Source: an optimization exercise on an open RTL-to-GDS flow (aim: small area, a short achievable clock period and few clock cycles per item). Production flows keep margins and buffers that such runs may drop.
No run shown here included a check of the RTL's function; only the layout flow was run.
Power is estimated from default activity; no workload was simulated.

==> flow/design.v (outline; a module is shown in full before it is edited, if it fits) <==
// module synBusSatRnd: 113 lines
// module singleDelayWithEnableGeneric: 17 lines
// module synDelayWithEnableGeneric: 291 lines
// module synDelayWithEnable: 18 lines
// module FixedPointMultiplier: 37 lines
// module FixedPointAdder: 36 lines
// module Neuron: 1322 lines
// module FA: 4 lines
// module HAN: 4 lines
module Neuron (
 input clk,
 input GlobalReset,             
 input Input_Valid,             
 input [11:0] Bias,             
 output Idle,
 input [335:0] Row_Wgt,         
 input [27:0] Row_Pix,          
 output Row_Ready,              
 output [18:0] NeuronOutput,
 output OutputReady);
  // ...
==> flow/flow/run.sh <==
#!/bin/bash
# The standard layout (the standard.sh: standard synthesis, then ORFS to
# finish), with the ports buffered by sky130_fd_sc_hd__buf_1 cells instead of
# the delay buffers buffer_ports picks by default. Make's output goes to
# flow.log; each ORFS step keeps its own log under orfs/logs/.
set -euo pipefail
bash standard.sh "BUFFER_PORTS_ARGS=-buffer_cell sky130_fd_sc_hd__buf_1" finish > flow.log 2>&1
==> flow/standard.sh <==
#!/bin/bash
# synth_recipe.tcl (not shown) runs the flow's synth.tcl, then flattens the netlist and writes it again
# the make line also repeats each setting of config.mk as NAME=value (left out here)
make -C /OpenROAD-flow-scripts/flow DESIGN_CONFIG=/design/flow/config.mk WORK_HOME=/design/flow/orfs CLKGATE_MAP_FILE= SYNTH_SCRIPT=/design/flow/synth_recipe.tcl "${@:-finish}"
==> flow/config.mk <==
export PLATFORM = sky130hd
export DESIGN_NAME = Neuron
export DESIGN_NICKNAME = Neuron
export VERILOG_FILES = /design/flow/design.v
export SDC_FILE = /design/flow/constraint.sdc
export NUM_CORES = 4
export LEC_CHECK = 0
export CAP_MARGIN = 20
export CORE_MARGIN = 2
export CORE_UTILIZATION = 40
export PLACE_DENSITY = 0.6
export SLEW_MARGIN = 20
export SYNTH_HIERARCHICAL = 1
export SYNTH_MINIMUM_KEEP_SIZE = 0
==> flow/constraint.sdc <==
create_clock -name core_clock -period 4.0 [get_ports {clk}]
set_input_delay 0.8000 -clock core_clock [delete_from_list [all_inputs] [get_ports {clk}]]
set_output_delay 0.8000 -clock core_clock [all_outputs]
set_load 0.01 [all_outputs]
==> impl_metrics.py, run 1 <==
metrics = {
    "final_layout": {
        "multi_input_area_sq_um": 8920,
        "multi_input_area_share_pct": 55.4,
        "buffer_area_share_pct": 10.9,
        "nClkBuffers": 17,
        "finalNonFillerCells": 2000,
    },
    "global_routing": {
        "grt-busiest-layer": "met2",
        "gr-usage-met1_pct": 32.1,
        "grt_start_max_net_pins": 20,
    },
    "route": {
        "maxUsedRoutingLayer": "met4",
        "routed_wl_mm": 45.3,
    },
    "synthesis": {
        "ys_seq_area_share_pct": 29.9,
        "synthAdderAreaFrac_pct": 50.2,
        "syn-num-nets": 1849,
        "synthTopCellsByArea": "fa_1 48%, dfxtp_1 21%, nand2_1 9.8%",
        "synth.most_common_cell": "nand2_1",
        "synthXorXnorAreaFrac_pct": 0.853,
    },
    "setup_path": {
        "cp.required_ns": 4.18,
        "start_kind": "flip-flop",
        "path_buf_inv": 2,
        "rr_worst_depth": 11,
        "end_kind": "flip-flop",
    },
    "power": {
        "maxPowerGroup": "combinational cells",
    },
    "clock_network": {
        "cts.clk_slew.worst_paths_ns": 0.08,
        "htreeDepth": 4,
    },
    "placement": {
        "portBuffers": 400,
        "dp.cells": 1965,
        "place_ws_ns": 0.530,
    },
    "min_path": {
        "hp-start": "p0_0_1$_DFF_P_",
    },
    "timing": {
        "period_minus_slack_ns": 3.46,
        "fmax_mhz": 289,
        "min_period_over_period_pct": 86.5,
    },
    "run_status": {
        "status": "no timing/DRC/antenna violations",
    },
}
==> run 2: changes to the inputs <==
--- a/flow/design.v
+++ b/flow/design.v
@@ -517,57 +517,55 @@
  input [11:0] Bias,             
  output Idle,
  input [335:0] Row_Wgt,         
  input [27:0] Row_Pix,          
  output Row_Ready,              
  output [18:0] NeuronOutput,
  output OutputReady);
 reg busy;
+reg idle_r;
 reg take_r;
-reg first_r;
 reg [5:0] cyc;       
 reg o_OutputReady;
-wire start = Input_Valid & ~busy;
+wire start = Input_Valid & idle_r;
 wire take = start | take_r;
-assign Idle = ~busy;
+assign Idle = idle_r;
 assign Row_Ready = take;
 assign OutputReady = o_OutputReady;
 reg [1:0] vld_r;    
 always @(posedge clk or negedge GlobalReset) begin
   if (!GlobalReset) begin
     busy <= 1'b0;
+    idle_r <= 1'b0;
     take_r <= 1'b0;
-    first_r <= 1'b0;
     cyc <= 6'd0;
     o_OutputReady <= 1'b0;
     vld_r <= 0;
   end else begin
-    first_r <= busy & (cyc == 6'd1);
     vld_r <= {vld_r[0:0], take};
     if (start) begin
       busy <= 1'b1;
+      idle_r <= 1'b0;
       take_r <= 1'b1;
       cyc <= 6'd1;
       o_OutputReady <= 1'b0;
     end else if (busy) begin
       cyc <= cyc + 6'd1;
       if (cyc == 6'd27)
         take_r <= 1'b0;
       if (cyc == 6'd29) begin
         busy <= 1'b0;
+        idle_r <= 1'b1;
         o_OutputReady <= 1'b1;
       end
-    end
+    end else
+      idle_r <= 1'b1;
   end
 end
-reg [11:0] bias_r;
-always @(posedge clk)
-  if (start)
-    bias_r <= Bias;
 wire [11:0] pp [0:27];
 genvar g;
 generate
 for (g = 0; g < 28; g = g + 1) begin : PP
   assign pp[g] = ~(Row_Wgt[12*g +: 12] & {12{Row_Pix[g]}});
 end
 endgenerate
 wire s0l0_fs0;
@@ -1738,49 +1736,49 @@
 reg p1_12_1;
 reg p1_13_0;
 reg p1_13_1;
 reg p1_14_0;
 reg p1_14_1;
 reg p1_15_0;
 reg p1_15_1;
 always @(posedge clk) begin
-  p1_0_0 <= p0_0_0;
-  p1_0_1 <= p0_0_1;
-  p1_1_0 <= s1l1_fs261;
-  p1_2_0 <= s1l2_fs283;
-  p1_2_1 <= p0_2_7;
-  p1_3_0 <= s1l3_fs296;
-  p1_4_0 <= s1l3_fc296;
-  p1_4_1 <= s1l3_hs0;
-  p1_5_0 <= s1l3_hc0;
-  p1_5_1 <= s1l3_fs297;
-  p1_6_0 <= s1l3_fc297;
-  p1_6_1 <= s1l3_fs298;
-  p1_7_0 <= s1l3_fc298;
-  p1_7_1 <= s1l3_fs299;
-  p1_8_0 <= s1l3_fc299;
-  p1_8_1 <= s1l3_fs300;
-  p1_9_0 <= s1l3_fc300;
-  p1_9_1 <= s1l3_fs301;
-  p1_10_0 <= s1l3_fc301;
-  p1_10_1 <= s1l3_fs302;
-  p1_11_0 <= s1l3_fc302;
-  p1_11_1 <= s1l3_fs303;
-  p1_12_0 <= s1l3_fc303;
-  p1_12_1 <= s1l3_fs304;
-  p1_13_0 <= s1l3_fc304;
-  p1_13_1 <= s1l3_fs305;
-  p1_14_0 <= s1l3_fc305;
-  p1_14_1 <= s1l3_hs1;
-  p1_15_0 <= s1l3_hc1;
-  p1_15_1 <= s1l2_fc295;
+  p1_0_0 <= p0_0_0 | ~vld_r[0];
+  p1_0_1 <= p0_0_1 | ~vld_r[0];
+  p1_1_0 <= s1l1_fs261 | ~vld_r[0];
+  p1_2_0 <= s1l2_fs283 | ~vld_r[0];
+  p1_2_1 <= p0_2_7 | ~vld_r[0];
+  p1_3_0 <= s1l3_fs296 | ~vld_r[0];
+  p1_4_0 <= s1l3_fc296 | ~vld_r[0];
+  p1_4_1 <= s1l3_hs0 | ~vld_r[0];
+  p1_5_0 <= s1l3_hc0 | ~vld_r[0];
+  p1_5_1 <= s1l3_fs297 | ~vld_r[0];
+  p1_6_0 <= s1l3_fc297 | ~vld_r[0];
+  p1_6_1 <= s1l3_fs298 | ~vld_r[0];
+  p1_7_0 <= s1l3_fc298 | ~vld_r[0];
+  p1_7_1 <= s1l3_fs299 | ~vld_r[0];
+  p1_8_0 <= s1l3_fc299 | ~vld_r[0];
+  p1_8_1 <= s1l3_fs300 | ~vld_r[0];
+  p1_9_0 <= s1l3_fc300 | ~vld_r[0];
+  p1_9_1 <= s1l3_fs301 | ~vld_r[0];
+  p1_10_0 <= s1l3_fc301 | ~vld_r[0];
+  p1_10_1 <= s1l3_fs302 | ~vld_r[0];
+  p1_11_0 <= s1l3_fc302 | ~vld_r[0];
+  p1_11_1 <= s1l3_fs303 | ~vld_r[0];
+  p1_12_0 <= s1l3_fc303 | ~vld_r[0];
+  p1_12_1 <= s1l3_fs304 | ~vld_r[0];
+  p1_13_0 <= s1l3_fc304 | ~vld_r[0];
+  p1_13_1 <= s1l3_fs305 | ~vld_r[0];
+  p1_14_0 <= s1l3_fc305 | ~vld_r[0];
+  p1_14_1 <= s1l3_hs1 | ~vld_r[0];
+  p1_15_0 <= s1l3_hc1 | ~vld_r[0];
+  p1_15_1 <= s1l2_fc295 | ~vld_r[0];
 end
 reg [18:0] acc;
-wire [18:0] a_in = first_r ? ~{7'd0, bias_r} : acc;
+wire [18:0] a_in = acc;
 wire accl0_fs306;
 wire accl0_fc306;
 wire accl0_hs2;
 wire accl0_hc2;
 wire accl0_fs307;
 wire accl0_fc307;
 wire accl0_hs3;
 wire accl0_hc3;
@@ -1822,18 +1820,20 @@
 FA u_accl0_f315 (.a(p1_11_0), .b(p1_11_1), .c(a_in[11]), .s(accl0_fs315), .co(accl0_fc315));
 FA u_accl0_f316 (.a(p1_12_0), .b(p1_12_1), .c(a_in[12]), .s(accl0_fs316), .co(accl0_fc316));
 FA u_accl0_f317 (.a(p1_13_0), .b(p1_13_1), .c(a_in[13]), .s(accl0_fs317), .co(accl0_fc317));
 FA u_accl0_f318 (.a(p1_14_0), .b(p1_14_1), .c(a_in[14]), .s(accl0_fs318), .co(accl0_fc318));
 FA u_accl0_f319 (.a(p1_15_0), .b(p1_15_1), .c(a_in[15]), .s(accl0_fs319), .co(accl0_fc319));
 wire [18:0] sum_a = {a_in[18], a_in[17], accl0_fc319, accl0_fc318, accl0_fc317, accl0_fc316, accl0_fc315, accl0_fc314, accl0_fc313, accl0_fc312, accl0_fc311, accl0_fc310, accl0_fc309, accl0_fc308, accl0_hc3, accl0_fc307, accl0_hc2, accl0_fc306, accl0_fs306};
 wire [18:0] sum_b = {1'b1, 1'b1, a_in[16], accl0_fs319, accl0_fs318, accl0_fs317, accl0_fs316, accl0_fs315, accl0_fs314, accl0_fs313, accl0_fs312, accl0_fs311, accl0_fs310, accl0_fs309, accl0_fs308, accl0_hs3, accl0_fs307, accl0_hs2, 1'b1};
 always @(posedge clk)
-  if (vld_r[1]) begin
-    acc <= ~(~sum_a + ~sum_b);
+  if (start) begin
+    acc <= ~{7'd0, Bias};
+  end else begin
+    acc <= sum_a + sum_b + 1;
   end
 assign NeuronOutput = ~acc;
 endmodule
 module FA (input a, input b, input c, output s, output co);
 assign s = a ^ b ^ c;
 assign co = (a & b) | (a & c) | (b & c);
 endmodule
 module HAN (input a, input b, output s, output co);
==> flow/config.mk (replaced) <==
export PLATFORM = sky130hd
export DESIGN_NAME = Neuron
export DESIGN_NICKNAME = Neuron
export VERILOG_FILES = /design/flow/design.v
export SDC_FILE = /design/flow/constraint.sdc
export NUM_CORES = 4
export LEC_CHECK = 0
export CAP_MARGIN = 20
export CORE_MARGIN = 2
export CORE_UTILIZATION = 55
export CTS_BUF_LIST = sky130_fd_sc_hd__clkbuf_8
export CTS_CLUSTER_DIAMETER = 60
export CTS_CLUSTER_SIZE = 16
export PLACE_DENSITY = 0.75
export SETUP_SLACK_MARGIN = 1.6
export SLEW_MARGIN = 20
export SYNTH_HIERARCHICAL = 1
export SYNTH_MINIMUM_KEEP_SIZE = 0
==> impl_metrics.py, run 2 <==
metrics = {
    "route": {
        "first_iter_violations": 950,
        "viasPerCell": 5.58,
        "vias": 10600,
        "antenna_left": 0,
        "dr.pass1.iters": 5,
        "drc": 0,
        "routed_wl_mm": 48.4,
        "avgRoutedWirePerCell_um": 25.6,
    },
    "synthesis": {
        "ys_warn_count": 7,
        "syn-cell-area_sq_um": 12800,
        "syn-num-nets": 1835,
        "synthTopCellsByArea": "fa_1 50%, dfxtp_1 25%, nand2_1 10%",
        "synth_async_sr_flop_share_pct": 6.55,
        "synth_commonest_cells": "353 x nand2_1, 321 x fa_1, 157 x dfxtp_1",
        "ys_seq_area_share_pct": 26.7,
        "syn_area_per_cell_sq_um": 11.5,
        "yosysTopAreaCellShare_pct": 50.1,
        "synth.largest_area_cell": "fa_1",
        "synth_seq_cells": 168,
        "ys.flop_type": "dfxtp_1",
        "synth.distinct_cells": 47,
        "syn_inst": 1113,
        "synth_edf_count": 0,
        "synth.most_common_cell": "nand2_1",
    },
    "timing": {
        "worst_pin_slew_ns": 1.14,
        "slew_violations": 0,
        "slew-limit-headroom_pct": 24.0,
        "min_period_over_period_pct": 67.4,
        "final-hold-violation-count": 0,
        "fin_setup_tns_ns": 0,
        "fin_skew_ns": 0.0162,
        "setup_violations": 0,
        "period_minus_slack_ns": 2.69,
        "fmax_mhz": 371,
        "grt_setup_unrepaired": "true",
    },
    "setup_path": {
        "slowest_stage": "fa_2",
        "crit_start": "p0_3_0$_DFF_P_",
        "path_common_cell": "fa_2",
        "worstPathArrival_ns": 3.03,
        "timing.rr.start": "p0_3_0$_DFF_P_",
        "end_kind": "flip-flop",
        "critPathMaxStageDelay_ns": 0.59,
        "crit_path_end": "p1_3_0$_DFF_P_",
        "r2r_end": "p1_3_0$_DFF_P_",
        "cp_max_fo": 1,
        "path_class": "flip-flop to flip-flop",
        "cp.required_ns": 4.34,
        "start_kind": "flip-flop",
        "rr_worst_depth": 5,
        "regToRegSetupSlack_ns": 1.31,
        "path_cells": "fa_2 -> fa_2 -> fa_1 -> fa_2 -> nand2b_1",
    },
    "final_layout": {
        "final_common_cell": "buf_1",
        "top_regs": "acc: 19 flops, cyc: 6 flops",
        "largest_register": "acc",
        "drive_gt1_share_pct": 22.1,
        "largest_reg_flops": 19,
        "finalInstanceArea_sq_um": 16800,
        "layout.nets": 2281,
        "final_cell_mix": "376 x buf_1, 287 x nand2_1, 236 x fa_1",
        "syn_to_final_growth_pct": 30.6,
    },
    "floorplanning": {
        "rows": 55,
        "start_util_pct": 56.3,
        "die_h_um": 157,
        "die_w_um": 157,
        "coreArea_sq_um": 22800,
        "die_area_sq_um": 24600,
        "ios": 401,
    },
    "clock_network": {
        "clock_sinks": 168,
        "cts_tree": "done",
        "postCtsHoldBufs": 0,
        "cts-root-buf": "clkbuf_8",
        "numCtsBuffers": 17,
        "cts.clk_slew.worst_paths_ns": 0.10,
        "max-clock-path-buffers": 2,
        "clkLatencyLatePin_ns": 0.48,
        "htreeDepth": 4,
    },
    "global_routing": {
        "grtUsageTotal_pct": 37.3,
        "antenna_found_initial": 6,
        "grt_pass1_wl_mm": 63.9,
        "grt_start_max_net_pins": 31,
        "grt_overflow_total": 0,
        "grt_pass1_vias": 11100,
    },
    "placement": {
        "globalplace.congestion": 0.996,
        "dpl.hpwl_mm": 35.2,
        "placed_area_sq_um": 15000,
        "portBuffers": 400,
    },
    "power": {
        "p_leak_uw": 0.00613,
        "p_total_uw": 15000,
        "power_per_cell_area_nw_per_um2": 898,
        "irDropWorstVdd_v": 0.000585,
    },
    "flow_run": {
        "cap_violations": 0,
    },
    "min_path": {
        "worstHoldPathType": "input pin to asynchronous set/reset pin",
    },
    "run_status": {
        "status": "no timing/DRC/antenna violations",
    },
}
run 2: layout make-up:
cell class	instances	area, sq um
Inverter	42	158
Sequential cell	168	3470
Tap cell	313	392
Timing Repair Buffer	467	2620
Antenna cell	6	15.0
Fill cell	1552	6030
Clock inverter	14	136
Clock buffer	18	248
Multi-Input combinational cell	863	9710
run 2: how the worst min path moves through the flow:
stage / from / slack [ns] / endpoint
finish: GlobalReset / 0.28 / cyc[5]$_DFFE_PN0P_
global route: GlobalReset / 0.31 / cyc[0]$_DFFE_PN0P_
CTS: GlobalReset / 0.27 / busy$_DFF_PN0_
detailed placement: p0_2_7$_DFF_P_ / 0.41 / p1_2_1$_DFF_P_
global placement: p0_2_7$_DFF_P_ / 0.39 / p1_2_1$_DFF_P_
floorplan: p0_0_0$_DFF_P_ / 0.39 / p1_0_0$_DFF_P_
run 2: critical path, delay by kind of cell (launching register included):
kind	cells	cell delay (ns)
flip-flops	1	0.34
AND/OR/NAND/NOR	1	0.14
adder cells (fa/ha/maj)	4	2.06
run 2: timing repair:
action,CTS,global route
gates resized for setup,135,148
gates cloned,5,7
buffers inserted,5,22
endpoints found under the setup margin,127,59
pin swaps,49,83
run 2: layer usage:
layer / vias up / wire (um) / global-route usage (%)
li1: 4330 / - / -
met1: 5140 / 16200 / 46.1
met2: 851 / 22900 / 61.4
met3: 234 / 5270 / 8.47
met4: 4 / 3980 / 20.6
met5: - / 30 / 0
run 2: modules after synthesis (local to each module, per instance):
module / copies in the design / flip-flops and latches
FA: 320 / 0
Neuron: 1 / 168
HAN: 4 / 0
run 2: power breakdown:
part / internal [uW] / leakage [uW] / switching [uW] / total (uW)
Sequential: 2570 / 0.00144 / 501 / 3070
Clock: 522 / 0.000193 / 674 / 1200
Combinational: 5340 / 0.00450 / 5440 / 10800
run 2: stage by stage:
stage	hold slack (ns)	worst slack, ns	std cells	utilization (%)
finish	0.277	1.31	1891	73.5
global route	0.308	1.26	1890	73.5
CTS	0.275	1.39	1856	70.2
detailed placement	0.405	0.803	1814	66.1
global placement	0.394	0.866	1814	66.1
floorplan	0.386	1.41	1113	-
run 2: cells by family (layout without fill, tap and decap cells):
| family | after synthesis | after routing | share of synthesized area, % |
|---|---|---|---|
| simple gates | 437 | 437 | 13.9 |
| compound gates | 63 | 63 | 3.25 |
| other cells | 0 | 6 | 0 |
| xor+xnor | 11 | 11 | 0.751 |
| mux | 9 | 9 | 0.703 |
| flops | 168 | 168 | 26.7 |
| fa+ha+maj | 343 | 343 | 52.3 |
| buf+inv | 82 | 541 | 2.47 |

port drivers added, routing unchanged:
In the flow no input, the clock included, has a driving cell. The finished layouts below were timed again as built, in two steps. Step 1, drivers: a clkbuf_16 drives clk and a buf_2 each remaining input, both assumed. Step 2 adds t to the input delays and takes it off the output delays; t is the mean of the earliest and latest rising clock arrival at the registers after step 1. Input paths then give back, and output paths get back, about the clock's delay inside the block. Three values: ideal ports, drivers, drivers and shift; two values: the first two.
run | t (ns) | slack for setup (ns) | hold slack, ns | worst register clock-pin slew, ns | worst slew at a driven data input, ns
run 1 | 0.483 | 0.541 / 0.541 / 0.526 | 0.339 / 0.339 / 0.339 | 0.08 / 0.08 | 0.10
run 2 | 0.506 | 1.305 / 1.305 / 1.034 | 0.277 / 0.262 / 0.423 | 0.10 / 0.10 | 0.11
After both steps every run listed still meets setup and hold. For run 2, which loses most, drivers alone change the setup slack by 0.000 ns; drivers and shift together by -0.271 ns.
